This is an optimization exercise on Yosys and OpenROAD, whose aim is small area, a short achievable clock period and few clock cycles, not a production implementation.
Only simulation tests tie the RTL to the original design; equivalence was not proved.
No activity file was given, so power comes from the tool's default toggle rates.

==> flow/design.v <==
module demosaic(clk, reset, in_en, data_in, wr_r, addr_r, wdata_r, rdata_r, wr_g, addr_g, wdata_g, rdata_g, wr_b, addr_b, wdata_b, rdata_b, done);
input clk;
input reset;
input in_en;
input [7:0] data_in;
output reg wr_r;
output reg [13:0] addr_r;
output reg [7:0] wdata_r;
input [7:0] rdata_r;
output reg wr_g;
output reg [13:0] addr_g;
output reg [7:0] wdata_g;
input [7:0] rdata_g;
output reg wr_b;
output reg [13:0] addr_b;
output reg [7:0] wdata_b;
input [7:0] rdata_b;
output reg done;
reg        in_en_q;
reg [7:0]  din_q;
reg [13:0] lcnt;       
reg        ld_done;    
always @(posedge clk) din_q <= data_in;
always @(posedge clk or posedge reset) begin
    if (reset) begin
        in_en_q <= 1'b0;
        lcnt    <= 14'd0;
        ld_done <= 1'b0;
    end else begin
        in_en_q <= in_en;
        if (in_en_q) begin
            lcnt <= lcnt + 14'd1;
            if (&lcnt) ld_done <= 1'b1;
        end
    end
end
wire busy_g = in_en_q & ~(lcnt[7] ^ lcnt[0]);
wire busy_r = in_en_q & ~lcnt[7] &  lcnt[0];
wire busy_b = in_en_q &  lcnt[7] & ~lcnt[0];
reg  [5:0] g_yh;
reg  [6:0] g_x;        
reg  [6:0] g_s;        
reg        g_wait, g_fin;
reg  [1:0] g_roff;     
reg  [7:0] g_c0, g_c1, g_c2, g_c3;        
reg  [7:0] g_m10, g_m11, g_m12, g_m13;    
reg  [7:0] g_m20, g_m21, g_m22;           
reg  [8:0] g_s1, g_s2;
reg        g_ge;       
reg        g_rv;
reg  [1:0] g_ri;
wire g_go  = ~g_fin & ~g_wait & ~busy_g;
wire g_rd  = |g_s[3:0];
wire g_g6  = g_go & g_s[6];
wire g_rot = g_go & (g_s[3] | g_s[4] | g_s[5]);
wire g_wv  = g_go & ~g_rd & (g_x[6:1] != 6'd0);
wire ge    = ~g_x[0];
wire [6:0] g_xm = g_x - 7'd1;
wire [5:0] g_rrow = g_yh + {4'd0, g_roff};
wire [13:0] g_addr = {g_rrow, g_x[0], (g_rd ? g_x : g_xm)};
wire [9:0] g_sum = g_s1 + g_s2;
wire cap0 = g_rv & (g_ri == 2'd0);
wire cap1 = g_rv & (g_ri == 2'd1);
wire cap2 = g_rv & (g_ri == 2'd2);
wire cap3 = g_rv & (g_ri == 2'd3);
always @(posedge clk) begin
    g_ri <= {g_s[2] | g_s[3], g_s[1] | g_s[3]};
    if (g_rot)      g_c0 <= g_c1;
    else if (cap0)  g_c0 <= rdata_g;
    if (g_rot)      g_c1 <= cap2 ? rdata_g : g_c2;
    else if (cap1)  g_c1 <= rdata_g;
    if (g_rot)      g_c2 <= g_c0;
    else if (cap2)  g_c2 <= rdata_g;
    if (cap3)       g_c3 <= rdata_g;
    if (g_g6) g_ge <= g_x[0];
    if (g_g6) begin
        g_m10 <= g_c0;  g_m11 <= g_c1;  g_m12 <= g_c2;  g_m13 <= g_c3;
        g_m20 <= g_m11; g_m21 <= g_m12; g_m22 <= g_m13;
    end else if (g_rot) begin
        g_m10 <= g_m11; g_m11 <= g_m12; g_m12 <= g_m13; g_m13 <= g_m10;
        g_m20 <= g_m21; g_m21 <= g_m22; g_m22 <= g_m20;
    end
    if (g_rot) begin
        g_s1 <= g_c0 + g_m20;
        g_s2 <= g_m10 + (g_ge ? g_m11 : g_m13);
    end
end
always @(posedge clk or posedge reset) begin
    if (reset) begin
        g_yh   <= 6'd0;
        g_x    <= 7'd0;
        g_s    <= 7'd1;
        g_wait <= 1'b1;
        g_fin  <= 1'b0;
        g_rv   <= 1'b0;
        g_roff <= 2'd1;          
    end else begin
        g_rv <= g_go & g_rd;
        if (g_wait & (ld_done | (lcnt[13:7] >= {g_yh, 1'b1} + 7'd6)))    
            g_wait <= 1'b0;
        if (g_go) begin
            g_s <= {g_s[5:0], g_s[6]};
            if (g_s[6])
                g_roff <= {1'b0, g_x[0]};            
            else
                g_roff <= {g_s[1] | g_s[2] | g_s[5], g_s[0] | g_s[2] | g_s[4]}
                          + {1'b0, ge};
            if (g_s[6]) begin
                g_x  <= g_x + 7'd1;
                if (&g_x) begin
                    g_yh   <= g_yh + 6'd3;
                    g_wait <= 1'b1;
                    if (g_yh == 6'd60) g_fin <= 1'b1;
                end
            end
        end
    end
end
wire        r_wv, b_wv, r_fin, b_fin;
wire [13:0] r_addr, b_addr;
wire [7:0]  r_wdata, b_wdata;
demosaic_rb #(.P(1'b1)) u_r (
    .clk(clk), .reset(reset), .busy(busy_r), .ld_done(ld_done), .lrow(lcnt[13:7]),
    .rdata(rdata_r), .wv(r_wv), .addr(r_addr), .wdata(r_wdata), .fin(r_fin));
demosaic_rb #(.P(1'b0)) u_b (
    .clk(clk), .reset(reset), .busy(busy_b), .ld_done(ld_done), .lrow(lcnt[13:7]),
    .rdata(rdata_b), .wv(b_wv), .addr(b_addr), .wdata(b_wdata), .fin(b_fin));
always @(posedge clk) begin
    addr_g  <= busy_g ? lcnt  : g_addr;
    wdata_g <= busy_g ? din_q : g_sum[9:2];
    addr_r  <= busy_r ? lcnt  : r_addr;
    wdata_r <= busy_r ? din_q : r_wdata;
    addr_b  <= busy_b ? lcnt  : b_addr;
    wdata_b <= busy_b ? din_q : b_wdata;
end
always @(posedge clk or posedge reset) begin
    if (reset) begin
        wr_g <= 1'b0;
        wr_r <= 1'b0;
        wr_b <= 1'b0;
        done <= 1'b0;
    end else begin
        wr_g <= busy_g | g_wv;
        wr_r <= busy_r | r_wv;
        wr_b <= busy_b | b_wv;
        done <= ld_done & g_fin & r_fin & b_fin;
    end
end
endmodule
module demosaic_rb #(parameter P = 1'b1) (
    input             clk,
    input             reset,
    input             busy,
    input             ld_done,
    input      [6:0]  lrow,
    input      [7:0]  rdata,
    output            wv,
    output     [13:0] addr,
    output     [7:0]  wdata,
    output reg        fin
);
reg [5:0] ti;
reg [5:0] xi;
wire [5:0] ti1 = ti + 6'd1;
wire [5:0] xp  = xi - 6'd1;
reg       x64;         
reg [4:0] s;           
reg       wt;
reg [7:0] a, b, hp;
reg [8:0] vc, vp;
reg       rv, ri;
wire go = ~fin & ~wt & ~busy;
wire [7:0] hs = P ? b : a;
wire [6:0] row_m1 = P ? {ti, 1'b0}  : {ti, 1'b1};
wire [6:0] row_t  = P ? {ti, 1'b1}  : {ti1, 1'b0};
wire [6:0] row_p1 = P ? {ti1, 1'b0} : {ti1, 1'b1};
wire [6:0] row_h  = P ? row_p1 : row_m1;
wire [6:0] col_x  = {xi, P};
wire [6:0] col_x1 = P ? {xi, 1'b0} : {xp, 1'b1};
wire [6:0] col_x2 = P ? {xp, 1'b1} : {xp, 1'b0};
wire xi_lo = (xi == 6'd0) & ~x64;
wire hd_ok = ~xi_lo & ~x64;                                    
wire v_ok  = P ? hd_ok : (x64 | (xi[5:1] != 5'd0));           
reg [6:0] arow, acol;
reg       wok;
reg [7:0] wd;
wire [8:0] hsum = hp + hs;
wire [9:0] dsum = vp + vc;
always @(*) begin
    arow = ({7{s[0]}} & row_m1) | ({7{s[1]}} & row_p1) | ({7{s[2] | s[4]}} & row_t) | ({7{s[3]}} & row_h);
    acol = ({7{s[0] | s[1]}} & col_x) | ({7{s[2]}} & col_x2) | ({7{s[3] | s[4]}} & col_x1);
    wok  = (s[2] & v_ok) | ((s[3] | s[4]) & hd_ok);
    wd   = ({8{s[2]}} & vp[8:1]) | ({8{s[3]}} & hsum[8:1]) | ({8{s[4]}} & dsum[9:2]);
end
assign addr  = {arow, acol};
assign wdata = wd;
assign wv    = go & wok;
always @(posedge clk) begin
    ri <= s[1];
    if (rv) begin
        if (ri) b <= rdata;
        else    a <= rdata;
    end
    if (go & s[3]) vc <= a + b;
    if (go & s[4]) begin
        vp <= vc;
        hp <= hs;
    end
end
always @(posedge clk or posedge reset) begin
    if (reset) begin
        ti  <= 6'd0;
        xi  <= 6'd0;
        x64 <= 1'b0;
        s   <= 5'd1;
        wt  <= 1'b1;
        fin <= 1'b0;
        rv  <= 1'b0;
    end else begin
        rv <= go & (s[0] | s[1]);
        if (wt & (ld_done | ({1'b0, lrow[6:1]} >= {1'b0, ti} + 7'd2)))
            wt <= 1'b0;
        if (go) begin
            s <= {s[3:0], s[4]};
            if (s[4]) begin
                if (x64) begin
                    xi  <= 6'd0;
                    x64 <= 1'b0;
                    ti  <= ti1;
                    wt  <= 1'b1;
                    if (ti == 6'd62) fin <= 1'b1;
                end else begin
                    xi  <= xi + 6'd1;
                    x64 <= &xi;
                end
            end
        end
    end
end
endmodule
==> flow/config.mk <==
export PLATFORM = sky130hd
export DESIGN_NAME = demosaic
export DESIGN_NICKNAME = demosaic
export VERILOG_FILES = /design/flow/design.v
export SDC_FILE = /design/flow/constraint.sdc
export NUM_CORES = 4
export LEC_CHECK = 0
export CAP_MARGIN = 20
export CORE_MARGIN = 2
export CORE_UTILIZATION = 40
export SETUP_SLACK_MARGIN = 3.0
export SLEW_MARGIN = 20
==> flow/constraint.sdc <==
create_clock -name core_clock -period 5.0 [get_ports {clk}]
set_input_delay 1.0000 -clock core_clock [delete_from_list [all_inputs] [get_ports {clk}]]
set_output_delay 1.0000 -clock core_clock [all_outputs]
set_load 0.01 [all_outputs]
run.sh (not shown) runs the stock make flow with config.mk's settings and CLKGATE_MAP_FILE= SYNTH_SCRIPT=/design/flow/synth_recipe.tcl, a recipe that flattens the netlist after the stock synthesis.
Testbench counts at the start, summed over its fixed seeds: cycles 329,652.
Change:
--- a/flow/design.v
+++ b/flow/design.v
@@ -44,11 +44,10 @@
 reg  [1:0] g_roff;     
 reg  [7:0] g_c0, g_c1, g_c2, g_c3;        
 reg  [7:0] g_m10, g_m11, g_m12, g_m13;    
 reg  [7:0] g_m20, g_m21, g_m22;           
 reg  [8:0] g_s1, g_s2;
-reg        g_ge;       
 reg        g_rv;
 reg  [1:0] g_ri;
 wire g_go  = ~g_fin & ~g_wait & ~busy_g;
 wire g_rd  = |g_s[3:0];
 wire g_g6  = g_go & g_s[6];
@@ -70,21 +69,20 @@
     if (g_rot)      g_c1 <= cap2 ? rdata_g : g_c2;
     else if (cap1)  g_c1 <= rdata_g;
     if (g_rot)      g_c2 <= g_c0;
     else if (cap2)  g_c2 <= rdata_g;
     if (cap3)       g_c3 <= rdata_g;
-    if (g_g6) g_ge <= g_x[0];
     if (g_g6) begin
         g_m10 <= g_c0;  g_m11 <= g_c1;  g_m12 <= g_c2;  g_m13 <= g_c3;
         g_m20 <= g_m11; g_m21 <= g_m12; g_m22 <= g_m13;
     end else if (g_rot) begin
         g_m10 <= g_m11; g_m11 <= g_m12; g_m12 <= g_m13; g_m13 <= g_m10;
         g_m20 <= g_m21; g_m21 <= g_m22; g_m22 <= g_m20;
     end
     if (g_rot) begin
         g_s1 <= g_c0 + g_m20;
-        g_s2 <= g_m10 + (g_ge ? g_m11 : g_m13);
+        g_s2 <= g_m10 + (ge ? g_m11 : g_m13);
     end
 end
 always @(posedge clk or posedge reset) begin
     if (reset) begin
         g_yh   <= 6'd0;
@@ -94,21 +92,21 @@
         g_fin  <= 1'b0;
         g_rv   <= 1'b0;
         g_roff <= 2'd1;          
     end else begin
         g_rv <= g_go & g_rd;
-        if (g_wait & (ld_done | (lcnt[13:7] >= {g_yh, 1'b1} + 7'd6)))    
+        if (g_wait & (ld_done | ({1'b0, lcnt[13:8]} >= {1'b0, g_yh} + 7'd4)))
             g_wait <= 1'b0;
         if (g_go) begin
             g_s <= {g_s[5:0], g_s[6]};
             if (g_s[6])
                 g_roff <= {1'b0, g_x[0]};            
             else
                 g_roff <= {g_s[1] | g_s[2] | g_s[5], g_s[0] | g_s[2] | g_s[4]}
                           + {1'b0, ge};
             if (g_s[6]) begin
-                g_x  <= g_x + 7'd1;
+                g_x <= g_x + 7'd1;
                 if (&g_x) begin
                     g_yh   <= g_yh + 6'd3;
                     g_wait <= 1'b1;
                     if (g_yh == 6'd60) g_fin <= 1'b1;
                 end
Final area drops by a few percent.
Power drops by a few percent.
Hold slack is worse by 0.0088 ns.
Setup slack is worse by 0.013 ns.
Count of clock-buffer cells in the layout drops by 10.
Testbench counts after the change, summed over its fixed seeds: cycles 330,408.

-- static timing again, ports no longer ideal --
How much do the figures lean on ideal ports? The routed layouts below were timed once more, with nothing changed but the port constraints. Step 1, drivers: a clkbuf_16 drives clk and a buf_2 each remaining input, both assumed. Step 2 times the ports against the registers' clock, not the clock port: input delays grow and output delays shrink by t, the midpoint of the rising clock arrivals with the driver on. Three values: ideal ports, drivers, drivers and shift; two values: the first two.
run	shift t [ns]	slack for setup (ns)	cell pins on the clock port's net
the first run	0.605	2.775 / 2.775 / 2.649	1
the second run	0.599	2.762 / 2.762 / 2.611	1
After both steps setup and hold are still met in every run listed. For the second run, which loses most, drivers alone change the setup slack by 0.000 ns; drivers and shift together by -0.151 ns. The worst setup slack also covers recovery checks on asynchronous resets.
